Context: an optimization exercise on an open-source flow, tuned for small area. The choices shown serve that exercise and are no tape-out recipe.
For this run, only the layout was checked, not whether the RTL still works.
No activity file was given, so power comes from the tool's default toggle rates.

==> flow/design.v <==
module eight_bit_exponential_decay_lookup (
  input wire [7:0] din,
  output wire [7:0] dout
);
  assign dout[0] = (din[7] ? (din[6] ? (din[5] ? (din[4] ? (din[3] ? (din[2] ? (din[1] ? (din[0] ? 1'b0 : 1'b1) : 1'b1) : 1'b1) : 1'b1) : 1'b1) : (din[4] ? (din[3] ? (din[2] ? (din[1] ? (din[0] ? 1'b1 : 1'b0) : 1'b0) : 1'b0) : 1'b0) : (din[3] ? (din[2] ? 1'b0 : 1'b1) : 1'b1))) : (din[5] ? (din[4] ? (din[3] ? (din[2] ? (din[1] ? (din[0] ? 1'b1 : 1'b0) : 1'b0) : 1'b0) : (din[2] ? (din[1] ? 1'b0 : (din[0] ? 1'b0 : 1'b1)) : 1'b1)) : (din[3] ? (din[2] ? (din[1] ? 1'b1 : (din[0] ? 1'b1 : 1'b0)) : 1'b0) : (din[2] ? (din[1] ? 1'b0 : 1'b1) : 1'b1))) : (din[4] ? (din[3] ? (din[2] ? (din[1] ? (din[0] ? 1'b1 : 1'b0) : 1'b0) : (din[1] ? 1'b0 : 1'b1)) : (din[2] ? (din[1] ? 1'b1 : (din[0] ? 1'b1 : 1'b0)) : (din[1] ? 1'b0 : (din[0] ? 1'b0 : 1'b1)))) : (din[3] ? (din[2] ? (din[1] ? 1'b1 : (din[0] ? 1'b1 : 1'b0)) : (din[1] ? 1'b0 : (din[0] ? 1'b0 : 1'b1))) : (din[2] ? (din[1] ? 1'b1 : 1'b0) : (din[1] ? (din[0] ? 1'b0 : 1'b1) : 1'b1)))))) : (din[6] ? (din[5] ? (din[4] ? (din[3] ? (din[2] ? (din[1] ? 1'b0 : (din[0] ? 1'b0 : 1'b1)) : (din[1] ? 1'b1 : 1'b0)) : (din[2] ? (din[1] ? 1'b1 : (din[0] ? 1'b1 : 1'b0)) : (din[1] ? (din[0] ? 1'b0 : 1'b1) : (din[0] ? 1'b1 : 1'b0)))) : (din[3] ? (din[2] ? (din[1] ? (din[0] ? 1'b0 : 1'b1) : (din[0] ? 1'b1 : 1'b0)) : (din[1] ? (din[0] ? 1'b0 : 1'b1) : (din[0] ? 1'b1 : 1'b0))) : (din[2] ? (din[1] ? 1'b1 : 1'b0) : (din[1] ? (din[0] ? 1'b1 : 1'b0) : (din[0] ? 1'b0 : 1'b1))))) : (din[4] ? (din[3] ? (din[2] ? (din[1] ? 1'b0 : (din[0] ? 1'b1 : 1'b0)) : (din[1] ? 1'b1 : (din[0] ? 1'b0 : 1'b1))) : (din[2] ? (din[1] ? (din[0] ? 1'b0 : 1'b1) : 1'b0) : (din[1] ? (din[0] ? 1'b1 : 1'b0) : (din[0] ? 1'b1 : 1'b0)))) : (din[3] ? (din[2] ? (din[1] ? (din[0] ? 1'b1 : 1'b0) : (din[0] ? 1'b1 : 1'b0)) : (din[1] ? (din[0] ? 1'b1 : 1'b0) : 1'b1)) : (din[2] ? (din[1] ? (din[0] ? 1'b0 : 1'b1) : (din[0] ? 1'b0 : 1'b1)) : (din[1] ? (din[0] ? 1'b1 : 1'b0) : 1'b1))))) : (din[5] ? (din[4] ? (din[3] ? (din[2] ? (din[1] ? 1'b0 : (din[0] ? 1'b1 : 1'b0)) : (din[1] ? 1'b0 : 1'b1)) : (din[2] ? 1'b0 : 1'b1)) : (din[3] ? (din[2] ? 1'b1 : (din[1] ? (din[0] ? 1'b1 : 1'b0) : 1'b0)) : (din[2] ? (din[1] ? 1'b1 : (din[0] ? 1'b1 : 1'b0)) : (din[1] ? (din[0] ? 1'b0 : 1'b1) : 1'b0)))) : (din[4] ? (din[3] ? (din[2] ? (din[1] ? (din[0] ? 1'b1 : 1'b0) : (din[0] ? 1'b1 : 1'b0)) : (din[1] ? (din[0] ? 1'b1 : 1'b0) : 1'b1)) : (din[2] ? (din[1] ? (din[0] ? 1'b0 : 1'b1) : (din[0] ? 1'b1 : 1'b0)) : (din[1] ? 1'b0 : (din[0] ? 1'b0 : 1'b1)))) : (din[3] ? (din[2] ? (din[1] ? 1'b1 : 1'b0) : (din[1] ? (din[0] ? 1'b0 : 1'b1) : (din[0] ? 1'b1 : 1'b0))) : (din[2] ? (din[1] ? (din[0] ? 1'b0 : 1'b1) : (din[0] ? 1'b0 : 1'b1)) : (din[1] ? 1'b0 : 1'b1)))))));
  assign dout[1] = (din[7] ? (din[6] ? (din[5] ? 1'b0 : (din[4] ? (din[3] ? (din[2] ? (din[1] ? (din[0] ? 1'b0 : 1'b1) : 1'b1) : 1'b1) : 1'b1) : 1'b1)) : (din[5] ? (din[4] ? (din[3] ? (din[2] ? (din[1] ? (din[0] ? 1'b1 : 1'b0) : 1'b0) : 1'b0) : 1'b0) : (din[3] ? (din[2] ? (din[1] ? 1'b0 : (din[0] ? 1'b0 : 1'b1)) : 1'b1) : 1'b1)) : (din[4] ? (din[3] ? (din[2] ? (din[1] ? (din[0] ? 1'b1 : 1'b0) : 1'b0) : 1'b0) : (din[2] ? (din[1] ? 1'b0 : (din[0] ? 1'b0 : 1'b1)) : 1'b1)) : (din[3] ? (din[2] ? (din[1] ? 1'b1 : (din[0] ? 1'b1 : 1'b0)) : 1'b0) : (din[2] ? (din[1] ? 1'b0 : 1'b1) : 1'b1))))) : (din[6] ? (din[5] ? (din[4] ? (din[3] ? (din[2] ? 1'b0 : (din[1] ? 1'b0 : 1'b1)) : (din[2] ? (din[1] ? 1'b1 : (din[0] ? 1'b1 : 1'b0)) : (din[1] ? 1'b0 : (din[0] ? 1'b0 : 1'b1)))) : (din[3] ? (din[2] ? (din[1] ? 1'b1 : (din[0] ? 1'b1 : 1'b0)) : (din[1] ? 1'b0 : (din[0] ? 1'b0 : 1'b1))) : (din[2] ? (din[1] ? 1'b1 : 1'b0) : (din[1] ? (din[0] ? 1'b0 : 1'b1) : 1'b1)))) : (din[4] ? (din[3] ? (din[2] ? (din[1] ? 1'b0 : (din[0] ? 1'b0 : 1'b1)) : (din[1] ? 1'b1 : 1'b0)) : (din[2] ? (din[1] ? 1'b1 : 1'b0) : (din[1] ? (din[0] ? 1'b0 : 1'b1) : (din[0] ? 1'b1 : 1'b0)))) : (din[3] ? (din[2] ? (din[1] ? (din[0] ? 1'b0 : 1'b1) : (din[0] ? 1'b1 : 1'b0)) : (din[1] ? (din[0] ? 1'b0 : 1'b1) : (din[0] ? 1'b1 : 1'b0))) : (din[2] ? (din[1] ? 1'b1 : 1'b0) : (din[1] ? (din[0] ? 1'b1 : 1'b0) : (din[0] ? 1'b0 : 1'b1)))))) : (din[5] ? (din[4] ? (din[3] ? (din[2] ? (din[1] ? (din[0] ? 1'b0 : 1'b1) : (din[0] ? 1'b1 : 1'b0)) : (din[1] ? (din[0] ? 1'b1 : 1'b0) : (din[0] ? 1'b0 : 1'b1))) : (din[2] ? (din[1] ? (din[0] ? 1'b0 : 1'b1) : (din[0] ? 1'b0 : 1'b1)) : (din[1] ? (din[0] ? 1'b1 : 1'b0) : (din[0] ? 1'b1 : 1'b0)))) : (din[3] ? (din[2] ? (din[1] ? (din[0] ? 1'b1 : 1'b0) : (din[0] ? 1'b1 : 1'b0)) : (din[1] ? 1'b1 : (din[0] ? 1'b0 : 1'b1))) : (din[2] ? (din[1] ? (din[0] ? 1'b0 : 1'b1) : 1'b0) : (din[1] ? (din[0] ? 1'b1 : 1'b0) : (din[0] ? 1'b0 : 1'b1))))) : (din[4] ? (din[3] ? (din[2] ? (din[1] ? 1'b0 : 1'b1) : (din[1] ? 1'b0 : 1'b1)) : (din[2] ? (din[1] ? (din[0] ? 1'b1 : 1'b0) : 1'b0) : (din[1] ? 1'b0 : (din[0] ? 1'b0 : 1'b1)))) : (din[3] ? (din[2] ? (din[1] ? 1'b1 : 1'b0) : (din[1] ? 1'b0 : (din[0] ? 1'b0 : 1'b1))) : (din[2] ? (din[1] ? 1'b1 : 1'b0) : (din[1] ? (din[0] ? 1'b1 : 1'b0) : (din[0] ? 1'b0 : 1'b1))))))));
  assign dout[2] = (din[7] ? (din[6] ? 1'b0 : (din[5] ? (din[4] ? (din[3] ? (din[2] ? (din[1] ? (din[0] ? 1'b0 : 1'b1) : 1'b1) : 1'b1) : 1'b1) : 1'b1) : (din[4] ? (din[3] ? (din[2] ? (din[1] ? (din[0] ? 1'b1 : 1'b0) : 1'b0) : 1'b0) : 1'b0) : (din[3] ? (din[2] ? (din[1] ? 1'b0 : (din[0] ? 1'b0 : 1'b1)) : 1'b1) : 1'b1)))) : (din[6] ? (din[5] ? (din[4] ? (din[3] ? 1'b0 : (din[2] ? (din[1] ? 1'b0 : (din[0] ? 1'b0 : 1'b1)) : 1'b1)) : (din[3] ? (din[2] ? (din[1] ? 1'b1 : (din[0] ? 1'b1 : 1'b0)) : 1'b0) : (din[2] ? (din[1] ? 1'b0 : 1'b1) : 1'b1))) : (din[4] ? (din[3] ? (din[2] ? 1'b0 : (din[1] ? 1'b0 : 1'b1)) : (din[2] ? (din[1] ? 1'b1 : 1'b0) : (din[1] ? 1'b0 : (din[0] ? 1'b0 : 1'b1)))) : (din[3] ? (din[2] ? (din[1] ? 1'b1 : (din[0] ? 1'b1 : 1'b0)) : (din[1] ? 1'b0 : (din[0] ? 1'b0 : 1'b1))) : (din[2] ? (din[1] ? 1'b1 : 1'b0) : (din[1] ? (din[0] ? 1'b0 : 1'b1) : 1'b1))))) : (din[5] ? (din[4] ? (din[3] ? (din[2] ? (din[1] ? 1'b0 : (din[0] ? 1'b0 : 1'b1)) : (din[1] ? (din[0] ? 1'b1 : 1'b0) : 1'b0)) : (din[2] ? (din[1] ? 1'b1 : 1'b0) : (din[1] ? (din[0] ? 1'b0 : 1'b1) : (din[0] ? 1'b1 : 1'b0)))) : (din[3] ? (din[2] ? (din[1] ? (din[0] ? 1'b0 : 1'b1) : (din[0] ? 1'b1 : 1'b0)) : (din[1] ? (din[0] ? 1'b0 : 1'b1) : 1'b0)) : (din[2] ? (din[1] ? 1'b1 : (din[0] ? 1'b0 : 1'b1)) : (din[1] ? (din[0] ? 1'b1 : 1'b0) : 1'b1)))) : (din[4] ? (din[3] ? (din[2] ? (din[1] ? (din[0] ? 1'b0 : 1'b1) : (din[0] ? 1'b1 : 1'b0)) : (din[1] ? (din[0] ? 1'b1 : 1'b0) : (din[0] ? 1'b0 : 1'b1))) : (din[2] ? (din[1] ? (din[0] ? 1'b0 : 1'b1) : (din[0] ? 1'b0 : 1'b1)) : (din[1] ? (din[0] ? 1'b0 : 1'b1) : 1'b0))) : (din[3] ? (din[2] ? (din[1] ? (din[0] ? 1'b1 : 1'b0) : (din[0] ? 1'b0 : 1'b1)) : (din[1] ? (din[0] ? 1'b0 : 1'b1) : (din[0] ? 1'b0 : 1'b1))) : (din[2] ? (din[1] ? (din[0] ? 1'b0 : 1'b1) : (din[0] ? 1'b1 : 1'b0)) : (din[1] ? 1'b1 : (din[0] ? 1'b0 : 1'b1))))))));
  assign dout[3] = (din[7] ? (din[6] ? 1'b0 : (din[5] ? 1'b0 : (din[4] ? (din[3] ? (din[2] ? (din[1] ? (din[0] ? 1'b0 : 1'b1) : 1'b1) : 1'b1) : 1'b1) : 1'b1))) : (din[6] ? (din[5] ? (din[4] ? 1'b0 : (din[3] ? (din[2] ? (din[1] ? 1'b0 : (din[0] ? 1'b0 : 1'b1)) : 1'b1) : 1'b1)) : (din[4] ? (din[3] ? 1'b0 : (din[2] ? (din[1] ? 1'b0 : 1'b1) : 1'b1)) : (din[3] ? (din[2] ? (din[1] ? 1'b1 : (din[0] ? 1'b1 : 1'b0)) : 1'b0) : (din[2] ? (din[1] ? 1'b0 : 1'b1) : 1'b1)))) : (din[5] ? (din[4] ? (din[3] ? (din[2] ? 1'b0 : (din[1] ? (din[0] ? 1'b0 : 1'b1) : 1'b1)) : (din[2] ? (din[1] ? 1'b1 : 1'b0) : (din[1] ? 1'b0 : (din[0] ? 1'b0 : 1'b1)))) : (din[3] ? (din[2] ? (din[1] ? 1'b1 : (din[0] ? 1'b1 : 1'b0)) : (din[1] ? 1'b0 : 1'b1)) : (din[2] ? (din[1] ? 1'b1 : 1'b0) : (din[1] ? (din[0] ? 1'b0 : 1'b1) : 1'b1)))) : (din[4] ? (din[3] ? (din[2] ? (din[1] ? 1'b0 : (din[0] ? 1'b0 : 1'b1)) : (din[1] ? (din[0] ? 1'b1 : 1'b0) : 1'b0)) : (din[2] ? (din[1] ? 1'b1 : 1'b0) : (din[1] ? 1'b1 : 1'b0))) : (din[3] ? (din[2] ? (din[1] ? (din[0] ? 1'b0 : 1'b1) : 1'b0) : (din[1] ? 1'b1 : 1'b0)) : (din[2] ? (din[1] ? 1'b1 : (din[0] ? 1'b0 : 1'b1)) : (din[1] ? (din[0] ? 1'b1 : 1'b0) : 1'b1)))))));
  assign dout[4] = (din[7] ? 1'b0 : (din[6] ? (din[5] ? 1'b1 : (din[4] ? 1'b0 : (din[3] ? (din[2] ? (din[1] ? 1'b0 : (din[0] ? 1'b0 : 1'b1)) : 1'b1) : 1'b1))) : (din[5] ? (din[4] ? (din[3] ? 1'b0 : (din[2] ? (din[1] ? 1'b0 : 1'b1) : 1'b1)) : (din[3] ? (din[2] ? (din[1] ? 1'b1 : (din[0] ? 1'b1 : 1'b0)) : 1'b0) : (din[2] ? (din[1] ? 1'b0 : 1'b1) : 1'b1))) : (din[4] ? (din[3] ? (din[2] ? 1'b0 : (din[1] ? (din[0] ? 1'b0 : 1'b1) : 1'b1)) : (din[2] ? (din[1] ? 1'b1 : 1'b0) : (din[1] ? 1'b0 : 1'b1))) : (din[3] ? (din[2] ? (din[1] ? 1'b1 : 1'b0) : (din[1] ? 1'b0 : 1'b1)) : (din[2] ? (din[1] ? 1'b1 : 1'b0) : (din[1] ? (din[0] ? 1'b0 : 1'b1) : 1'b1)))))));
  assign dout[5] = (din[7] ? 1'b0 : (din[6] ? (din[5] ? 1'b0 : 1'b1) : (din[5] ? (din[4] ? 1'b0 : (din[3] ? (din[2] ? (din[1] ? 1'b0 : (din[0] ? 1'b0 : 1'b1)) : 1'b1) : 1'b1)) : (din[4] ? (din[3] ? 1'b0 : (din[2] ? (din[1] ? 1'b0 : 1'b1) : 1'b1)) : (din[3] ? (din[2] ? (din[1] ? 1'b1 : 1'b0) : 1'b0) : (din[2] ? (din[1] ? 1'b0 : 1'b1) : 1'b1))))));
  assign dout[6] = (din[7] ? 1'b0 : (din[6] ? 1'b0 : (din[5] ? 1'b1 : (din[4] ? 1'b0 : (din[3] ? (din[2] ? (din[1] ? 1'b0 : 1'b1) : 1'b1) : 1'b1)))));
  assign dout[7] = (din[7] ? 1'b0 : (din[6] ? 1'b0 : (din[5] ? 1'b0 : 1'b1)));
endmodule
module ADSR_envelope (
  input clk,
  input rst,
  input gate,
  input [3:0] a,
  input [3:0] d,
  input [3:0] s,
  input [3:0] r,
  output active,
  output reg [7:0] amplitude);
  localparam OFF     = 3'd0;
  localparam ATTACK  = 3'd1;
  localparam DECAY   = 3'd2;
  localparam SUSTAIN = 3'd3;
  localparam RELEASE = 3'd4;
  reg [2:0]  state;
  reg [26:0] accumulator;
  reg        prev_gate;
  reg [7:0]  dectmp;
  reg [7:0]  reltmp;
  wire st_off = (state == OFF);
  wire st_a   = (state == ATTACK);
  wire st_d   = (state == DECAY);
  wire st_r   = (state == RELEASE);
  assign active = !st_off;
  wire overflow = accumulator[26];
  wire rise = gate & ~prev_gate;
  wire [3:0]  rate = st_a ? a : (st_d ? d : r);
  wire [4:0]  incsel = {st_a, rate};
  wire [16:0] inc;    
  wire acc_add = (st_a | st_d | (st_r & ~gate)) & ~overflow;
  wire [16:0] acc_lo;    
  wire        c9;        
  wire [7:0] gg = accumulator[16:9] & inc[16:9];
  wire [7:0] tt = accumulator[16:9] | inc[16:9];
  wire       g9_16 = gg[7] | tt[7] & (gg[6] | tt[6] & (gg[5] | tt[5] & (gg[4] |
                     tt[4] & (gg[3] | tt[3] & (gg[2] | tt[2] & (gg[1] | tt[1] & gg[0]))))));
  wire       c17 = g9_16 | (&tt) & c9;
  wire [9:0] ones;
  assign ones[0] = 1'b1;
  genvar gk;
  generate for (gk = 0; gk < 9; gk = gk + 1) begin : g_ones
    assign ones[gk+1] = ones[gk] & accumulator[17+gk];
  end endgenerate
  wire [9:0] cy = {10{c17}} & ones;
  wire [26:0] acc_sum = {cy[9], accumulator[25:17] ^ cy[8:0], acc_lo[16:0]};
  wire [7:0] e;
  eight_bit_exponential_decay_lookup exp_lookup(.din(accumulator[25:18]), .dout(e));
  wire [3:0]  u   = s ^ {4{st_d}};
  wire [31:0] pp;
  genvar gi, gj;
  generate for (gi = 0; gi < 8; gi = gi + 1) begin : g_pp
    for (gj = 0; gj < 4; gj = gj + 1) begin : g_ppj
      assign pp[gi*4+gj] = e[gi] & u[gj];
    end
  end endgenerate
  wire [7:0] de  = e & {8{st_d}};
  wire       dnz = st_d & (|e[3:0]);
  wire [3:0] ds  = s & {4{st_d}};
  wire [7:0] g;
  assign inc[0] = (incsel[4] ? (incsel[3] ? (incsel[2] ? (incsel[1] ? (incsel[0] ? 1'b0 : 1'b1) : 1'b0) : (incsel[1] ? (incsel[0] ? 1'b1 : 1'b0) : (incsel[0] ? 1'b0 : 1'b1))) : (incsel[2] ? 1'b0 : (incsel[1] ? (incsel[0] ? 1'b0 : 1'b1) : 1'b0))) : (incsel[3] ? (incsel[2] ? (incsel[1] ? (incsel[0] ? 1'b0 : 1'b1) : (incsel[0] ? 1'b1 : 1'b0)) : 1'b0) : (incsel[2] ? (incsel[1] ? 1'b1 : 1'b0) : (incsel[1] ? (incsel[0] ? 1'b0 : 1'b1) : 1'b0))));
  assign inc[1] = (incsel[4] ? (incsel[3] ? (incsel[2] ? 1'b1 : (incsel[1] ? (incsel[0] ? 1'b1 : 1'b0) : 1'b0)) : (incsel[2] ? (incsel[1] ? 1'b0 : (incsel[0] ? 1'b1 : 1'b0)) : (incsel[1] ? (incsel[0] ? 1'b1 : 1'b0) : 1'b1))) : (incsel[3] ? (incsel[2] ? (incsel[1] ? (incsel[0] ? 1'b1 : 1'b0) : 1'b1) : (incsel[1] ? (incsel[0] ? 1'b1 : 1'b0) : 1'b0)) : (incsel[2] ? (incsel[1] ? 1'b0 : (incsel[0] ? 1'b1 : 1'b0)) : (incsel[1] ? 1'b1 : (incsel[0] ? 1'b1 : 1'b0)))));
  assign inc[2] = (incsel[4] ? (incsel[3] ? (incsel[2] ? (incsel[1] ? 1'b1 : (incsel[0] ? 1'b0 : 1'b1)) : (incsel[1] ? (incsel[0] ? 1'b0 : 1'b1) : (incsel[0] ? 1'b0 : 1'b1))) : (incsel[2] ? (incsel[1] ? (incsel[0] ? 1'b1 : 1'b0) : (incsel[0] ? 1'b1 : 1'b0)) : (incsel[1] ? 1'b1 : 1'b0))) : (incsel[3] ? (incsel[2] ? (incsel[1] ? (incsel[0] ? 1'b0 : 1'b1) : 1'b0) : (incsel[1] ? 1'b1 : (incsel[0] ? 1'b0 : 1'b1))) : (incsel[2] ? (incsel[1] ? (incsel[0] ? 1'b0 : 1'b1) : 1'b0) : (incsel[1] ? (incsel[0] ? 1'b0 : 1'b1) : (incsel[0] ? 1'b1 : 1'b0)))));
  assign inc[3] = (incsel[4] ? (incsel[3] ? (incsel[2] ? (incsel[1] ? (incsel[0] ? 1'b1 : 1'b0) : 1'b0) : (incsel[1] ? (incsel[0] ? 1'b0 : 1'b1) : 1'b1)) : (incsel[2] ? (incsel[1] ? 1'b0 : (incsel[0] ? 1'b0 : 1'b1)) : (incsel[1] ? (incsel[0] ? 1'b1 : 1'b0) : 1'b1))) : (incsel[3] ? (incsel[2] ? (incsel[1] ? 1'b1 : (incsel[0] ? 1'b1 : 1'b0)) : (incsel[1] ? 1'b0 : (incsel[0] ? 1'b1 : 1'b0))) : (incsel[2] ? (incsel[1] ? 1'b0 : (incsel[0] ? 1'b0 : 1'b1)) : (incsel[1] ? (incsel[0] ? 1'b1 : 1'b0) : 1'b1))));
  assign inc[4] = (incsel[4] ? (incsel[3] ? (incsel[2] ? (incsel[1] ? (incsel[0] ? 1'b0 : 1'b1) : 1'b1) : (incsel[1] ? (incsel[0] ? 1'b1 : 1'b0) : 1'b1)) : (incsel[2] ? (incsel[1] ? (incsel[0] ? 1'b0 : 1'b1) : (incsel[0] ? 1'b0 : 1'b1)) : (incsel[1] ? (incsel[0] ? 1'b0 : 1'b1) : 1'b0))) : (incsel[3] ? (incsel[2] ? 1'b1 : (incsel[1] ? 1'b0 : (incsel[0] ? 1'b0 : 1'b1))) : (incsel[2] ? 1'b0 : (incsel[1] ? (incsel[0] ? 1'b1 : 1'b0) : (incsel[0] ? 1'b0 : 1'b1)))));
  assign inc[5] = (incsel[4] ? (incsel[3] ? (incsel[2] ? (incsel[1] ? (incsel[0] ? 1'b1 : 1'b0) : (incsel[0] ? 1'b0 : 1'b1)) : (incsel[1] ? (incsel[0] ? 1'b0 : 1'b1) : 1'b0)) : (incsel[2] ? (incsel[1] ? 1'b0 : (incsel[0] ? 1'b0 : 1'b1)) : (incsel[1] ? 1'b0 : 1'b1))) : (incsel[3] ? (incsel[2] ? (incsel[1] ? (incsel[0] ? 1'b1 : 1'b0) : 1'b0) : (incsel[1] ? (incsel[0] ? 1'b0 : 1'b1) : (incsel[0] ? 1'b0 : 1'b1))) : (incsel[2] ? (incsel[1] ? 1'b0 : (incsel[0] ? 1'b0 : 1'b1)) : (incsel[1] ? 1'b0 : (incsel[0] ? 1'b0 : 1'b1)))));
  assign inc[6] = (incsel[4] ? (incsel[3] ? (incsel[2] ? (incsel[1] ? 1'b0 : 1'b1) : (incsel[1] ? 1'b1 : (incsel[0] ? 1'b1 : 1'b0))) : (incsel[2] ? (incsel[1] ? 1'b1 : 1'b0) : (incsel[1] ? (incsel[0] ? 1'b0 : 1'b1) : 1'b0))) : (incsel[3] ? (incsel[2] ? (incsel[1] ? (incsel[0] ? 1'b0 : 1'b1) : (incsel[0] ? 1'b0 : 1'b1)) : (incsel[1] ? (incsel[0] ? 1'b1 : 1'b0) : (incsel[0] ? 1'b1 : 1'b0))) : (incsel[2] ? (incsel[1] ? 1'b1 : (incsel[0] ? 1'b0 : 1'b1)) : (incsel[1] ? 1'b1 : 1'b0))));
  assign inc[7] = (incsel[4] ? (incsel[3] ? (incsel[2] ? (incsel[1] ? (incsel[0] ? 1'b1 : 1'b0) : (incsel[0] ? 1'b1 : 1'b0)) : 1'b1) : (incsel[2] ? (incsel[1] ? 1'b0 : 1'b1) : (incsel[1] ? (incsel[0] ? 1'b1 : 1'b0) : 1'b1))) : (incsel[3] ? (incsel[2] ? (incsel[1] ? 1'b0 : 1'b1) : (incsel[1] ? (incsel[0] ? 1'b0 : 1'b1) : 1'b0)) : (incsel[2] ? 1'b1 : (incsel[1] ? 1'b1 : (incsel[0] ? 1'b1 : 1'b0)))));
  assign inc[8] = (incsel[4] ? (incsel[3] ? (incsel[2] ? (incsel[1] ? (incsel[0] ? 1'b0 : 1'b1) : 1'b1) : (incsel[1] ? 1'b0 : (incsel[0] ? 1'b1 : 1'b0))) : (incsel[2] ? (incsel[1] ? 1'b0 : 1'b1) : (incsel[1] ? 1'b1 : 1'b0))) : (incsel[3] ? (incsel[2] ? (incsel[1] ? 1'b0 : (incsel[0] ? 1'b0 : 1'b1)) : (incsel[1] ? (incsel[0] ? 1'b0 : 1'b1) : (incsel[0] ? 1'b1 : 1'b0))) : (incsel[2] ? (incsel[1] ? 1'b0 : (incsel[0] ? 1'b0 : 1'b1)) : (incsel[1] ? 1'b1 : (incsel[0] ? 1'b1 : 1'b0)))));
  assign inc[9] = (incsel[4] ? (incsel[3] ? (incsel[2] ? 1'b0 : (incsel[1] ? 1'b1 : (incsel[0] ? 1'b0 : 1'b1))) : (incsel[2] ? (incsel[1] ? 1'b0 : (incsel[0] ? 1'b0 : 1'b1)) : (incsel[1] ? (incsel[0] ? 1'b1 : 1'b0) : 1'b1))) : (incsel[3] ? (incsel[2] ? 1'b0 : 1'b1) : (incsel[2] ? (incsel[1] ? 1'b1 : (incsel[0] ? 1'b0 : 1'b1)) : (incsel[1] ? (incsel[0] ? 1'b1 : 1'b0) : 1'b1))));
  assign inc[10] = (incsel[4] ? (incsel[3] ? (incsel[2] ? (incsel[1] ? 1'b0 : (incsel[0] ? 1'b0 : 1'b1)) : (incsel[1] ? (incsel[0] ? 1'b1 : 1'b0) : 1'b1)) : (incsel[2] ? (incsel[1] ? (incsel[0] ? 1'b1 : 1'b0) : (incsel[0] ? 1'b0 : 1'b1)) : (incsel[1] ? (incsel[0] ? 1'b0 : 1'b1) : 1'b0))) : (incsel[3] ? (incsel[2] ? 1'b0 : (incsel[1] ? 1'b0 : (incsel[0] ? 1'b1 : 1'b0))) : (incsel[2] ? (incsel[1] ? (incsel[0] ? 1'b1 : 1'b0) : (incsel[0] ? 1'b0 : 1'b1)) : (incsel[1] ? 1'b0 : (incsel[0] ? 1'b0 : 1'b1)))));
  assign inc[11] = (incsel[4] ? (incsel[3] ? (incsel[2] ? 1'b0 : (incsel[1] ? (incsel[0] ? 1'b0 : 1'b1) : 1'b0)) : (incsel[2] ? (incsel[1] ? 1'b0 : (incsel[0] ? 1'b0 : 1'b1)) : (incsel[1] ? 1'b0 : 1'b1))) : (incsel[3] ? 1'b0 : (incsel[2] ? (incsel[1] ? (incsel[0] ? 1'b0 : 1'b1) : (incsel[0] ? 1'b0 : 1'b1)) : (incsel[1] ? (incsel[0] ? 1'b1 : 1'b0) : (incsel[0] ? 1'b0 : 1'b1)))));
  assign inc[12] = (incsel[4] ? (incsel[3] ? (incsel[2] ? 1'b0 : (incsel[1] ? 1'b0 : 1'b1)) : (incsel[2] ? (incsel[1] ? (incsel[0] ? 1'b0 : 1'b1) : 1'b0) : (incsel[1] ? (incsel[0] ? 1'b0 : 1'b1) : 1'b0))) : (incsel[3] ? (incsel[2] ? 1'b0 : (incsel[1] ? 1'b0 : (incsel[0] ? 1'b0 : 1'b1))) : (incsel[2] ? (incsel[1] ? 1'b1 : 1'b0) : (incsel[1] ? (incsel[0] ? 1'b0 : 1'b1) : 1'b0))));
  assign inc[13] = (incsel[4] ? (incsel[3] ? (incsel[2] ? 1'b0 : (incsel[1] ? 1'b0 : (incsel[0] ? 1'b0 : 1'b1))) : (incsel[2] ? (incsel[1] ? 1'b0 : (incsel[0] ? 1'b1 : 1'b0)) : (incsel[1] ? (incsel[0] ? 1'b1 : 1'b0) : 1'b1))) : (incsel[3] ? 1'b0 : (incsel[2] ? (incsel[1] ? 1'b0 : 1'b1) : (incsel[1] ? (incsel[0] ? 1'b0 : 1'b1) : (incsel[0] ? 1'b1 : 1'b0)))));
  assign inc[14] = (incsel[4] ? (incsel[3] ? 1'b0 : (incsel[2] ? (incsel[1] ? 1'b1 : (incsel[0] ? 1'b1 : 1'b0)) : (incsel[1] ? 1'b1 : 1'b0))) : (incsel[3] ? 1'b0 : (incsel[2] ? 1'b0 : (incsel[1] ? 1'b1 : (incsel[0] ? 1'b1 : 1'b0)))));
  assign inc[15] = (incsel[4] ? (incsel[3] ? 1'b0 : (incsel[2] ? (incsel[1] ? 1'b0 : (incsel[0] ? 1'b0 : 1'b1)) : (incsel[1] ? (incsel[0] ? 1'b1 : 1'b0) : 1'b1))) : (incsel[3] ? 1'b0 : (incsel[2] ? 1'b0 : (incsel[1] ? 1'b0 : 1'b1))));
  assign inc[16] = (incsel[4] ? (incsel[3] ? 1'b0 : (incsel[2] ? 1'b0 : (incsel[1] ? (incsel[0] ? 1'b0 : 1'b1) : 1'b0))) : (incsel[3] ? 1'b0 : (incsel[2] ? 1'b0 : (incsel[1] ? 1'b0 : (incsel[0] ? 1'b0 : 1'b1)))));
  wire ac_1;
  wire ac_2;
  wire ac_3;
  wire ac_4;
  wire ac_5;
  wire ac_6;
  wire ac_7;
  wire ac_8;
  wire ac_9;
  wire ac_10;
  wire ac_11;
  wire ac_12;
  wire ac_13;
  wire ac_14;
  wire ac_15;
  wire ac_16;
  wire ac_17;
  wire ac_18;
  wire ac_19;
  wire ac_20;
  wire ac_21;
  wire ac_22;
  wire ac_23;
  wire ac_24;
  wire ac_25;
  wire ac_26;
  wire ac_27;
  wire ac_28;
  wire ac_29;
  wire ac_30;
  wire ac_31;
  wire ac_32;
  wire ac_33;
  wire ac_34;
  assign ac_1 = accumulator[0] ^ inc[0];
  assign ac_2 = accumulator[0] & inc[0];
  assign ac_3 = accumulator[1] ^ inc[1] ^ ac_2;
  assign ac_4 = (accumulator[1] & inc[1]) | (accumulator[1] & ac_2) | (inc[1] & ac_2);
  assign ac_5 = accumulator[2] ^ inc[2] ^ ac_4;
  assign ac_6 = (accumulator[2] & inc[2]) | (accumulator[2] & ac_4) | (inc[2] & ac_4);
  assign ac_7 = accumulator[3] ^ inc[3] ^ ac_6;
  assign ac_8 = (accumulator[3] & inc[3]) | (accumulator[3] & ac_6) | (inc[3] & ac_6);
  assign ac_9 = accumulator[4] ^ inc[4] ^ ac_8;
  assign ac_10 = (accumulator[4] & inc[4]) | (accumulator[4] & ac_8) | (inc[4] & ac_8);
  assign ac_11 = accumulator[5] ^ inc[5] ^ ac_10;
  assign ac_12 = (accumulator[5] & inc[5]) | (accumulator[5] & ac_10) | (inc[5] & ac_10);
  assign ac_13 = accumulator[6] ^ inc[6] ^ ac_12;
  assign ac_14 = (accumulator[6] & inc[6]) | (accumulator[6] & ac_12) | (inc[6] & ac_12);
  assign ac_15 = accumulator[7] ^ inc[7] ^ ac_14;
  assign ac_16 = (accumulator[7] & inc[7]) | (accumulator[7] & ac_14) | (inc[7] & ac_14);
  assign ac_17 = accumulator[8] ^ inc[8] ^ ac_16;
  assign ac_18 = (accumulator[8] & inc[8]) | (accumulator[8] & ac_16) | (inc[8] & ac_16);
  assign ac_19 = accumulator[9] ^ inc[9] ^ c9;
  assign ac_20 = (accumulator[9] & inc[9]) | (accumulator[9] & c9) | (inc[9] & c9);
  assign ac_21 = accumulator[10] ^ inc[10] ^ ac_20;
  assign ac_22 = (accumulator[10] & inc[10]) | (accumulator[10] & ac_20) | (inc[10] & ac_20);
  assign ac_23 = accumulator[11] ^ inc[11] ^ ac_22;
  assign ac_24 = (accumulator[11] & inc[11]) | (accumulator[11] & ac_22) | (inc[11] & ac_22);
  assign ac_25 = accumulator[12] ^ inc[12] ^ ac_24;
  assign ac_26 = (accumulator[12] & inc[12]) | (accumulator[12] & ac_24) | (inc[12] & ac_24);
  assign ac_27 = accumulator[13] ^ inc[13] ^ ac_26;
  assign ac_28 = (accumulator[13] & inc[13]) | (accumulator[13] & ac_26) | (inc[13] & ac_26);
  assign ac_29 = accumulator[14] ^ inc[14] ^ ac_28;
  assign ac_30 = (accumulator[14] & inc[14]) | (accumulator[14] & ac_28) | (inc[14] & ac_28);
  assign ac_31 = accumulator[15] ^ inc[15] ^ ac_30;
  assign ac_32 = (accumulator[15] & inc[15]) | (accumulator[15] & ac_30) | (inc[15] & ac_30);
  assign ac_33 = accumulator[16] ^ inc[16] ^ ac_32;
  assign ac_34 = (accumulator[16] & inc[16]) | (accumulator[16] & ac_32) | (inc[16] & ac_32);
  assign c9 = ac_18;
  assign acc_lo = {ac_33, ac_31, ac_29, ac_27, ac_25, ac_23, ac_21, ac_19, ac_17, ac_15, ac_13, ac_11, ac_9, ac_7, ac_5, ac_3, ac_1};
  wire mu_1;
  wire mu_2;
  wire mu_3;
  wire mu_4;
  wire mu_5;
  wire mu_6;
  wire mu_7;
  wire mu_8;
  wire mu_9;
  wire mu_10;
  wire mu_11;
  wire mu_12;
  wire mu_13;
  wire mu_14;
  wire mu_15;
  wire mu_16;
  wire mu_17;
  wire mu_18;
  wire mu_19;
  wire mu_20;
  wire mu_21;
  wire mu_22;
  wire mu_23;
  wire mu_24;
  wire mu_25;
  wire mu_26;
  wire mu_27;
  wire mu_28;
  wire mu_29;
  wire mu_30;
  wire mu_31;
  wire mu_32;
  wire mu_33;
  wire mu_34;
  wire mu_35;
  wire mu_36;
  wire mu_37;
  wire mu_38;
  wire mu_39;
  wire mu_40;
  wire mu_41;
  wire mu_42;
  wire mu_43;
  wire mu_44;
  wire mu_45;
  wire mu_46;
  wire mu_47;
  wire mu_48;
  wire mu_49;
  wire mu_50;
  wire mu_51;
  wire mu_52;
  wire mu_53;
  wire mu_54;
  wire mu_55;
  wire mu_56;
  wire mu_57;
  wire mu_58;
  wire mu_59;
  wire mu_60;
  wire mu_61;
  wire mu_62;
  wire mu_63;
  wire mu_64;
  wire mu_65;
  wire mu_66;
  wire mu_67;
  wire mu_68;
  wire mu_69;
  wire mu_70;
  wire mu_71;
  wire mu_72;
  wire mu_73;
  wire mu_74;
  wire mu_75;
  wire mu_76;
  wire mu_77;
  wire mu_78;
  wire mu_79;
  wire mu_80;
  wire mu_81;
  wire mu_82;
  wire mu_83;
  wire mu_84;
  wire mu_85;
  wire mu_86;
  wire mu_87;
  wire mu_88;
  wire mu_89;
  wire mu_90;
  wire mu_91;
  wire mu_92;
  wire mu_93;
  wire mu_94;
  wire mu_95;
  wire mu_96;
  assign mu_1 = pp[0] ^ de[0] ^ ~de[4];
  assign mu_2 = (pp[0] & de[0]) | (pp[0] & ~de[4]) | (de[0] & ~de[4]);
  assign mu_3 = pp[1] ^ pp[4] ^ de[1];
  assign mu_4 = (pp[1] & pp[4]) | (pp[1] & de[1]) | (pp[4] & de[1]);
  assign mu_5 = pp[2] ^ pp[5] ^ pp[8];
  assign mu_6 = (pp[2] & pp[5]) | (pp[2] & pp[8]) | (pp[5] & pp[8]);
  assign mu_7 = pp[3] ^ pp[6] ^ pp[9];
  assign mu_8 = (pp[3] & pp[6]) | (pp[3] & pp[9]) | (pp[6] & pp[9]);
  assign mu_9 = pp[12] ^ de[3] ^ ~de[7];
  assign mu_10 = (pp[12] & de[3]) | (pp[12] & ~de[7]) | (de[3] & ~de[7]);
  assign mu_11 = pp[7] ^ pp[10] ^ pp[13];
  assign mu_12 = (pp[7] & pp[10]) | (pp[7] & pp[13]) | (pp[10] & pp[13]);
  assign mu_13 = ~(pp[16] ^ de[4]);
  assign mu_14 = pp[16] | de[4];
  assign mu_15 = pp[11] ^ pp[14] ^ pp[17];
  assign mu_16 = (pp[11] & pp[14]) | (pp[11] & pp[17]) | (pp[14] & pp[17]);
  assign mu_17 = ~(pp[20] ^ de[5]);
  assign mu_18 = pp[20] | de[5];
  assign mu_19 = pp[15] ^ pp[18] ^ pp[21];
  assign mu_20 = (pp[15] & pp[18]) | (pp[15] & pp[21]) | (pp[18] & pp[21]);
  assign mu_21 = ~(pp[24] ^ de[6]);
  assign mu_22 = pp[24] | de[6];
  assign mu_23 = pp[19] ^ pp[22] ^ pp[25];
  assign mu_24 = (pp[19] & pp[22]) | (pp[19] & pp[25]) | (pp[22] & pp[25]);
  assign mu_25 = ~(pp[28] ^ de[7]);
  assign mu_26 = pp[28] | de[7];
  assign mu_27 = pp[23] ^ pp[26] ^ pp[29];
  assign mu_28 = (pp[23] & pp[26]) | (pp[23] & pp[29]) | (pp[26] & pp[29]);
  assign mu_29 = pp[27] ^ pp[30] ^ ds[1];
  assign mu_30 = (pp[27] & pp[30]) | (pp[27] & ds[1]) | (pp[30] & ds[1]);
  assign mu_31 = ~(pp[31] ^ ds[2]);
  assign mu_32 = pp[31] | ds[2];
  assign mu_33 = ~de[5] ^ mu_2 ^ mu_3;
  assign mu_34 = (~de[5] & mu_2) | (~de[5] & mu_3) | (mu_2 & mu_3);
  assign mu_35 = de[2] ^ ~de[6] ^ mu_4;
  assign mu_36 = (de[2] & ~de[6]) | (de[2] & mu_4) | (~de[6] & mu_4);
  assign mu_37 = mu_6 ^ mu_7 ^ mu_9;
  assign mu_38 = (mu_6 & mu_7) | (mu_6 & mu_9) | (mu_7 & mu_9);
  assign mu_39 = mu_8 ^ mu_10 ^ mu_11;
  assign mu_40 = (mu_8 & mu_10) | (mu_8 & mu_11) | (mu_10 & mu_11);
  assign mu_41 = mu_12 ^ mu_14 ^ mu_15;
  assign mu_42 = (mu_12 & mu_14) | (mu_12 & mu_15) | (mu_14 & mu_15);
  assign mu_43 = mu_16 ^ mu_18 ^ mu_19;
  assign mu_44 = (mu_16 & mu_18) | (mu_16 & mu_19) | (mu_18 & mu_19);
  assign mu_45 = mu_20 ^ mu_22 ^ mu_23;
  assign mu_46 = (mu_20 & mu_22) | (mu_20 & mu_23) | (mu_22 & mu_23);
  assign mu_47 = ~(ds[0] ^ mu_24);
  assign mu_48 = ds[0] | mu_24;
  assign mu_49 = ~(mu_29 ^ mu_28);
  assign mu_50 = mu_29 | mu_28;
  assign mu_51 = ~(ds[3] ^ mu_32);
  assign mu_52 = ds[3] | mu_32;
  assign mu_53 = mu_5 ^ mu_34 ^ mu_35;
  assign mu_54 = (mu_5 & mu_34) | (mu_5 & mu_35) | (mu_34 & mu_35);
  assign mu_55 = mu_13 ^ mu_38 ^ mu_39;
  assign mu_56 = (mu_13 & mu_38) | (mu_13 & mu_39) | (mu_38 & mu_39);
  assign mu_57 = mu_17 ^ mu_40 ^ mu_41;
  assign mu_58 = (mu_17 & mu_40) | (mu_17 & mu_41) | (mu_40 & mu_41);
  assign mu_59 = mu_21 ^ mu_42 ^ mu_43;
  assign mu_60 = (mu_21 & mu_42) | (mu_21 & mu_43) | (mu_42 & mu_43);
  assign mu_61 = mu_25 ^ mu_44 ^ mu_45;
  assign mu_62 = (mu_25 & mu_44) | (mu_25 & mu_45) | (mu_44 & mu_45);
  assign mu_63 = mu_26 ^ mu_27 ^ mu_46;
  assign mu_64 = (mu_26 & mu_27) | (mu_26 & mu_46) | (mu_27 & mu_46);
  assign mu_65 = mu_30 ^ mu_31 ^ mu_50;
  assign mu_66 = (mu_30 & mu_31) | (mu_30 & mu_50) | (mu_31 & mu_50);
  assign mu_67 = mu_36 ^ mu_37 ^ mu_54;
  assign mu_68 = (mu_36 & mu_37) | (mu_36 & mu_54) | (mu_37 & mu_54);
  assign mu_69 = mu_47 ^ mu_62 ^ mu_63;
  assign mu_70 = (mu_47 & mu_62) | (mu_47 & mu_63) | (mu_62 & mu_63);
  assign mu_71 = mu_48 ^ mu_49 ^ mu_64;
  assign mu_72 = (mu_48 & mu_49) | (mu_48 & mu_64) | (mu_49 & mu_64);
  assign mu_73 = ~dnz ^ mu_1;
  assign mu_74 = ~dnz & mu_1;
  assign mu_75 = mu_33 ^ mu_74;
  assign mu_76 = mu_33 & mu_74;
  assign mu_77 = mu_53 ^ mu_76;
  assign mu_78 = mu_53 & mu_76;
  assign mu_79 = mu_67 ^ mu_78;
  assign mu_80 = mu_67 & mu_78;
  assign mu_81 = mu_55 ^ mu_68 ^ mu_80;
  assign mu_82 = (mu_55 & mu_68) | (mu_55 & mu_80) | (mu_68 & mu_80);
  assign mu_83 = mu_56 ^ mu_57 ^ mu_82;
  assign mu_84 = (mu_56 & mu_57) | (mu_56 & mu_82) | (mu_57 & mu_82);
  assign mu_85 = mu_58 ^ mu_59 ^ mu_84;
  assign mu_86 = (mu_58 & mu_59) | (mu_58 & mu_84) | (mu_59 & mu_84);
  assign mu_87 = mu_60 ^ mu_61 ^ mu_86;
  assign mu_88 = (mu_60 & mu_61) | (mu_60 & mu_86) | (mu_61 & mu_86);
  assign mu_89 = mu_69 ^ mu_88;
  assign mu_90 = mu_69 & mu_88;
  assign mu_91 = mu_70 ^ mu_71 ^ mu_90;
  assign mu_92 = (mu_70 & mu_71) | (mu_70 & mu_90) | (mu_71 & mu_90);
  assign mu_93 = mu_65 ^ mu_72 ^ mu_92;
  assign mu_94 = (mu_65 & mu_72) | (mu_65 & mu_92) | (mu_72 & mu_92);
  assign mu_95 = mu_51 ^ mu_66 ^ mu_94;
  assign mu_96 = (mu_51 & mu_66) | (mu_51 & mu_94) | (mu_66 & mu_94);
  assign g = {mu_95, mu_93, mu_91, mu_89, mu_87, mu_85, mu_83, mu_81};
  always @(posedge clk) begin
    prev_gate <= gate;
    if (rst) begin
      state <= OFF;
      amplitude <= 8'd0;
      accumulator <= 27'd0;
      dectmp <= 8'd0;
      reltmp <= 8'd0;
    end else begin
      accumulator <= acc_add ? acc_sum : 27'd0;
      dectmp <= (st_d & ~overflow) ? g : 8'd255;
      if (st_r & ~overflow) reltmp <= g;
      if (overflow) begin
        case (state)
          ATTACK:  state <= gate ? DECAY : RELEASE;
          DECAY:   state <= gate ? SUSTAIN : RELEASE;
          default: state <= gate ? ATTACK : OFF;
        endcase
      end else begin
        case (state)
          ATTACK:  amplitude <= accumulator[25:18];
          DECAY:   begin amplitude <= dectmp; if (rise) state <= ATTACK; end
          SUSTAIN: begin amplitude <= {s, 4'b0000}; if (!gate) state <= RELEASE; end
          RELEASE: begin amplitude <= gate ? 8'd0 : reltmp; if (gate) state <= ATTACK; end
          default: begin amplitude <= 8'd0; if (gate) state <= ATTACK; end
        endcase
      end
    end
  end
endmodule
==> flow/flow/run.sh <==
#!/bin/bash
# Own layout flow: the standard synthesis, then an area-oriented re-mapping
# of the combinational logic with ABC (flip-flops, their names and cell types
# untouched; full-adder cells kept). Each candidate netlist must be proven
# equivalent to the standard netlist (yosys equiv_*); the smallest proven one
# is used, else the standard netlist. Then the standard ORFS flow to finish,
# with ports buffered by buf_1 cells.
set -uo pipefail
W=$(pwd)
R=$W/orfs/results/${FLOW_PLATFORM}/ADSR_envelope/base
YOSYS=yosys
[ -x "$FLOW_HOME/../tools/install/yosys/bin/yosys" ] && YOSYS=$FLOW_HOME/../tools/install/yosys/bin/yosys
export LIB=$FLOW_HOME/platforms/${FLOW_PLATFORM}/lib/sky130_fd_sc_hd__tt_025C_1v80.lib
export TOP=$FLOW_TOP
export DONTUSE="$(cat $W/flow/dontuse.txt)"

bash standard.sh synth > synth.log 2>&1 || { echo "standard synth failed"; exit 1; }
cp $R/1_2_yosys.v $W/std_netlist.v

mkdir -p $W/post
n=0
while read -r S; do
  [ -z "$S" ] && continue
  n=$((n+1))
  (
    IN=$W/std_netlist.v OUT=$W/post/cand$n.v KEEP="sky130_fd_sc_hd__fa_1" SCRIPT="$S" \
      timeout 600 $YOSYS -c $W/flow/post.tcl > post$n.log 2>&1 &&
    A=$W/std_netlist.v B=$W/post/cand$n.v timeout 900 $YOSYS -c $W/flow/equiv.tcl > equiv$n.log 2>&1 &&
    echo "$(python3 $W/flow/area.py $W/post/cand$n.v | awk '{print $2}') $n" > $W/post/ok$n
  ) &
done < $W/flow/abc.scripts
wait
best=$(cat $W/post/ok* 2>/dev/null | sort -g | head -1 | awk '{print $2}')
if [ -n "$best" ]; then
  echo "using re-mapped netlist $best: $(cat $W/post/ok$best)"
  cp $W/post/cand$best.v $R/1_2_yosys.v
  rm -f $R/1_synth.odb $R/1_synth.sdc
else
  echo "no re-mapped netlist proven equivalent; using the standard netlist"
fi
bash standard.sh BUFFER_PORTS_ARGS="-buffer_cell sky130_fd_sc_hd__buf_1" finish > finish.log 2>&1 || { echo "finish failed"; tail -30 finish.log; exit 1; }
echo done
==> flow/flow/abc.scripts <==
strash;&get -n;&deepsyn -S 1 -T 60;&put;dch -f;map -a;topo
strash;&get -n;&deepsyn -S 2 -T 60;&put;dch -f;map -a;topo
strash;&get -n;&deepsyn -S 3 -T 60;&put;dch -f;map -a;topo
strash;dch -f;amap;topo
==> flow/flow/area.py <==
import re,sys
import os
lib=open(os.environ['LIB']).read()
A={}
for m in re.finditer(r'cell\s*\(\s*"?(\w+)"?\s*\)\s*\{(.*?)area\s*:\s*([\d.]+)',lib,re.S):
    A[m.group(1)]=float(m.group(3))
from collections import Counter
c=Counter(re.findall(r'^\s*(sky130_fd_sc_hd__\w+)\s',open(sys.argv[1]).read(),re.M))
tot=sum(A[k]*v for k,v in c.items())
print("total %.1f  cells %d"%(tot,sum(c.values())))
if len(sys.argv)>2:
    for k,v in sorted(c.items(),key=lambda kv:-A[kv[0]]*kv[1])[:15]: print("  %-32s %4d %8.1f"%(k,v,A[k]*v))
==> flow/flow/dontuse.txt <==
-dont_use sky130_fd_sc_hd__lpflow_bleeder_1 -dont_use sky130_fd_sc_hd__lpflow_clkbufkapwr_1 -dont_use sky130_fd_sc_hd__lpflow_clkbufkapwr_16 -dont_use sky130_fd_sc_hd__lpflow_clkbufkapwr_2 -dont_use sky130_fd_sc_hd__lpflow_clkbufkapwr_4 -dont_use sky130_fd_sc_hd__lpflow_clkbufkapwr_8 -dont_use sky130_fd_sc_hd__lpflow_clkinvkapwr_1 -dont_use sky130_fd_sc_hd__lpflow_clkinvkapwr_16 -dont_use sky130_fd_sc_hd__lpflow_clkinvkapwr_2 -dont_use sky130_fd_sc_hd__lpflow_clkinvkapwr_4 -dont_use sky130_fd_sc_hd__lpflow_clkinvkapwr_8 -dont_use sky130_fd_sc_hd__lpflow_decapkapwr_12 -dont_use sky130_fd_sc_hd__lpflow_decapkapwr_3 -dont_use sky130_fd_sc_hd__lpflow_decapkapwr_4 -dont_use sky130_fd_sc_hd__lpflow_decapkapwr_6 -dont_use sky130_fd_sc_hd__lpflow_decapkapwr_8 -dont_use sky130_fd_sc_hd__lpflow_inputiso0n_1 -dont_use sky130_fd_sc_hd__lpflow_inputiso0p_1 -dont_use sky130_fd_sc_hd__lpflow_inputiso1n_1 -dont_use sky130_fd_sc_hd__lpflow_inputiso1p_1 -dont_use sky130_fd_sc_hd__lpflow_inputisolatch_1 -dont_use sky130_fd_sc_hd__lpflow_isobufsrc_1 -dont_use sky130_fd_sc_hd__lpflow_isobufsrc_16 -dont_use sky130_fd_sc_hd__lpflow_isobufsrc_2 -dont_use sky130_fd_sc_hd__lpflow_isobufsrc_4 -dont_use sky130_fd_sc_hd__lpflow_isobufsrc_8 -dont_use sky130_fd_sc_hd__lpflow_isobufsrckapwr_16 -dont_use sky130_fd_sc_hd__lpflow_lsbuf_lh_hl_isowell_tap_1 -dont_use sky130_fd_sc_hd__lpflow_lsbuf_lh_hl_isowell_tap_2 -dont_use sky130_fd_sc_hd__lpflow_lsbuf_lh_hl_isowell_tap_4 -dont_use sky130_fd_sc_hd__lpflow_lsbuf_lh_isowell_4 -dont_use sky130_fd_sc_hd__lpflow_lsbuf_lh_isowell_tap_1 -dont_use sky130_fd_sc_hd__lpflow_lsbuf_lh_isowell_tap_2 -dont_use sky130_fd_sc_hd__lpflow_lsbuf_lh_isowell_tap_4 -dont_use sky130_fd_sc_hd__probe_p_8 -dont_use sky130_fd_sc_hd__probec_p_8 
==> flow/flow/equiv.tcl <==
# env: A, B (netlists), TOP
yosys -import
set lib $::env(LIB)
read_liberty -ignore_miss_func $lib
read_verilog $::env(A)
yosys rename $::env(TOP) gold
read_verilog $::env(B)
yosys rename $::env(TOP) gate
flatten
opt_clean
equiv_make gold gate eq
hierarchy -top eq
equiv_simple -seq 1
equiv_induct
equiv_status -assert
==> flow/flow/post.tcl <==
# post-synthesis re-mapping of the combinational logic; flip-flops untouched
# env: IN, OUT, SCRIPT, KEEP (cells kept as boxes besides flip-flops), DONTUSE
yosys -import
set lib $::env(LIB)
read_liberty -ignore_miss_func $lib
read_verilog $::env(IN)
hierarchy -top $::env(TOP)
set keep [concat $::env(KEEP)]
foreach m [concat sky130_fd_sc_hd__dfxtp_1 sky130_fd_sc_hd__dfxtp_2 sky130_fd_sc_hd__dfxtp_4 sky130_fd_sc_hd__conb_1 $keep] {
  catch { setattr -mod -set keep_hierarchy 1 $m }
}
flatten
opt_clean -purge
abc -liberty $lib {*}$::env(DONTUSE) -script "+$::env(SCRIPT)"
opt_clean -purge
hilomap -singleton -hicell sky130_fd_sc_hd__conb_1 HI -locell sky130_fd_sc_hd__conb_1 LO
setattr -mod -unset keep_hierarchy
splitnets
opt_clean -purge
select $::env(TOP)
write_verilog -noattr -nohex -nodec -selected $::env(OUT)
==> flow/standard.sh <==
#!/bin/bash
# synth_recipe.tcl (not shown) runs the flow's synth.tcl, then flattens the netlist and writes it again
# the make line also repeats each setting of config.mk as NAME=value (left out here)
make -C /OpenROAD-flow-scripts/flow DESIGN_CONFIG=/design/flow/config.mk WORK_HOME=/design/flow/orfs CLKGATE_MAP_FILE= SYNTH_SCRIPT=/design/flow/synth_recipe.tcl "${@:-finish}"
==> flow/config.mk <==
export PLATFORM = sky130hd
export DESIGN_NAME = ADSR_envelope
export DESIGN_NICKNAME = ADSR_envelope
export VERILOG_FILES = /design/flow/design.v
export SDC_FILE = /design/flow/constraint.sdc
export NUM_CORES = 4
export LEC_CHECK = 0
export ABC_AREA = 1
export CAP_MARGIN = 20
export CORE_MARGIN = 2
export CORE_UTILIZATION = 60
export CTS_BUF_LIST = sky130_fd_sc_hd__clkbuf_4 sky130_fd_sc_hd__clkbuf_8
export GPL_TIMING_DRIVEN = 0
export SLEW_MARGIN = 20
==> flow/constraint.sdc <==
create_clock -name core_clock -period 10.0 [get_ports {clk}]
set_input_delay 2.0000 -clock core_clock [delete_from_list [all_inputs] [get_ports {clk}]]
set_output_delay 2.0000 -clock core_clock [all_outputs]
set_load 0.01 [all_outputs]
==> run notes <==
==> stage by stage <==
stage | setup TNS [ns] | total power, mW | util, % | setup slack, ns | hold WS, ns
2_1_floorplan | 0 | 0.438 | - | 0.0114 | 0.419
3_3_place_gp | -4.89 | 0.498 | 64.8 | -1.02 | 0.426
4_1_cts | 0 | 0.690 | 69.7 | 0.0176 | 0.454
5_1_grt | -0.0914 | 0.764 | 71.6 | -0.0508 | 0.476
3_5_place_dp | -4.36 | 0.510 | 65.0 | -0.998 | 0.430
6_report | 0 | 0.717 | 71.6 | 0.258 | 0.452
==> worst register-to-register path: cells and delay by family, from the launching register on <==
kind	cells	cell delay, ns
compound gates	5	0.51
simple gates	13	1.70
flops	1	0.37
xor+xnor	2	0.28
buf+inv	15	1.64
fa+ha+maj	15	4.95
==> worst paths after layout <==
check             slack (ns)  startpoint         endpoint
setup / recovery        0.26        a[2]  accumulator[16]
hold reg to reg         0.45   dectmp[2]     amplitude[2]
setup reg to reg        0.42    state[0]  accumulator[16]
hold / removal          0.45   dectmp[2]     amplitude[2]
==> routing by layer <==
metal / wire [microns] / part of all wire [%]
met1: 5490 / 39
met2: 6880 / 49
met3: 1220 / 8.7
met4: 488 / 3.5
met5: 0 / 0
==> cell type report <==
class                   instances  area [sq um]  area share (%)
clock buffers                   6          76.3            1.40
clock inverters                 2          38.8           0.712
inverters                     134           518            9.51
multi-input cells             484          3280            60.2
flip-flops and latches         55          1100            20.2
well taps                     102           128            2.34
repair buffers                 54           308            5.65
==> flip-flops by register name, indices dropped and copies added, names as in the netlist <==
register,flops
amplitude,8
prev_gate,1
state,3
accumulator,27
reltmp,8
dectmp,8
==> cells in the final DEF (no fill, tap or decap), types with 4 or more instances in the layout <==
master	n
nor2_1	126
clkinv_1	116
nand2_1	80
dfxtp_1	55
o21ai_0	46
a21oi_1	43
fa_1	34
nand3_1	30
buf_1	27
buf_4	26
fa_2	15
nor3_1	14
a22oi_1	11
inv_2	10
nor2_2	9
xor2_1	7
clkinv_2	6
nor2_4	6
a31oi_1	6
o22ai_1	5
clkbuf_8	5
o211ai_1	4
==> timing repair <==
| action | in CTS | in global routing |
|---|---|---|
| pin swaps | 21 | 26 |
| hold endpoints to repair | 0 | 0 |
| setup buffers | 17 | 9 |
| resized for setup | 38 | 28 |
| setup endpoints to repair | 12 | 11 |
==> report_power, final <==
part	switching, mW	internal [mW]
sequential	0.00467	0.228
clock	0.0751	0.0785
combinational	0.196	0.134
total	0.276	0.441
==> results.cfg <==
[synthesis]
avgSynthCellArea_sq_um = 6.93
syn_inst = 673
ys_warn_count = 1
synth_nets = 741
synth_area_sq_um = 4660

[global_route]
grt_pass1_vias = 4691
antenna_found_initial = 0
use_met2_pct = 56.7
use_met1_pct = 41.7
top_usage_layer = met2
grt.met3_usage_pct = 3.62
grt_max_degree = 18
gr-total-overflow = 0
grt_pass1_wl_microns = 22000
grt_usage_pct = 32.6

[layout]
stdcell_area_sq_um = 5450
post_route_cells_drive_above_1_share_pct = 14.1
diodes = 0
nFillCells = 624
finalNetCount = 802
syn_to_final_growth_pct = 16.8
layout.cells.non_filler = 837

[floorplan]
coreArea_sq_um = 7610
die_x_microns = 92.1
rows = 32
die-area_sq_um = 8490
die_h_microns = 92.1
io_pins = 28
initial_core_util_pct = 61.3

[place]
dpl_cell_area_sq_um = 4950
dp_hpwl_microns = 10400
dp_cells = 803
place_congestion = 0.961
io_buffers = 27

[timing]
finalHoldViolations = 0
tightestPinTransition_ns = 0.714
skew_ns = 0.00754
slew_headroom_pct = 52.2
max_freq_ghz = 0.103
setup_violations = 0
period_share_pct = 97.4
finalMaxSlewViolations = 0
period_needed_ns = 9.74

[worst_setup_path]
path_common_cell = fa_2
critPathSlowestCell = fa_2
critPathRequiredTime_ns = 10.22
reg2regPathDepth = 50
start_kind = primary input
arrival_ns = 9.96
cp_slowest_stage_delay_ns = 0.40
path_delay_family = adder cells
worst-path-stages = 48
crit_buf_inv = 14
cp_max_fo = 3
end_kind = flip-flop
crit_type = in -> reg

[hold_path]
hold_path_depth = 2
hold_class = reg -> reg

[detailed_routing]
drt_iter0_drc = 378
drt_first_pass_iters = 7
wirelength_microns = 14100
via_count = 4999
drtAntennaViolNets = 0
avgRoutedWirePerCell_microns = 16.8
drc = 0
via_per_inst = 5.97

[clock_network]
cts_tree = done
ctsHoldBuffers = 0
clk_path_buf_depth = 2
insertion_delay_ns = 0.32
htreeDepth = 2
path_clk_slew_ns = 0.10
cts.sinks = 55
cts_buffers = 5
cts_root_buffer = clkbuf_8

[power]
p_per_area_nw_per_um2 = 132
cellLeakagePower_nw = 2.06
max-vdd-ir-drop_mv = 0.0744

[status]
outcome = finished clean

[run]
drv_cap = 0

[port drivers added, routing unchanged]
How much do the figures lean on ideal ports? The routed layout below was timed once more, with nothing changed but the port constraints.
Step 1: set_driving_cell puts a clkbuf_16 on clk and a buf_2 on each other input, an assumption about the parent block.
Step 2, shift: input delay + t, output delay - t, t = (earliest + latest rising clock arrival at the registers) / 2. This alone moves slack from input paths to output paths.
Three values: ideal, step 1, step 2; two values: the first two.
shift t [ns]: 0.340
setup WS [ns]: 0.258 / 0.264 / -0.076
worst setup path after step 2: input to register
With both steps, setup timing fails in this run, where it was met with ideal ports. For this run, drivers alone change the setup slack by +0.006 ns; drivers and shift together by -0.334 ns.
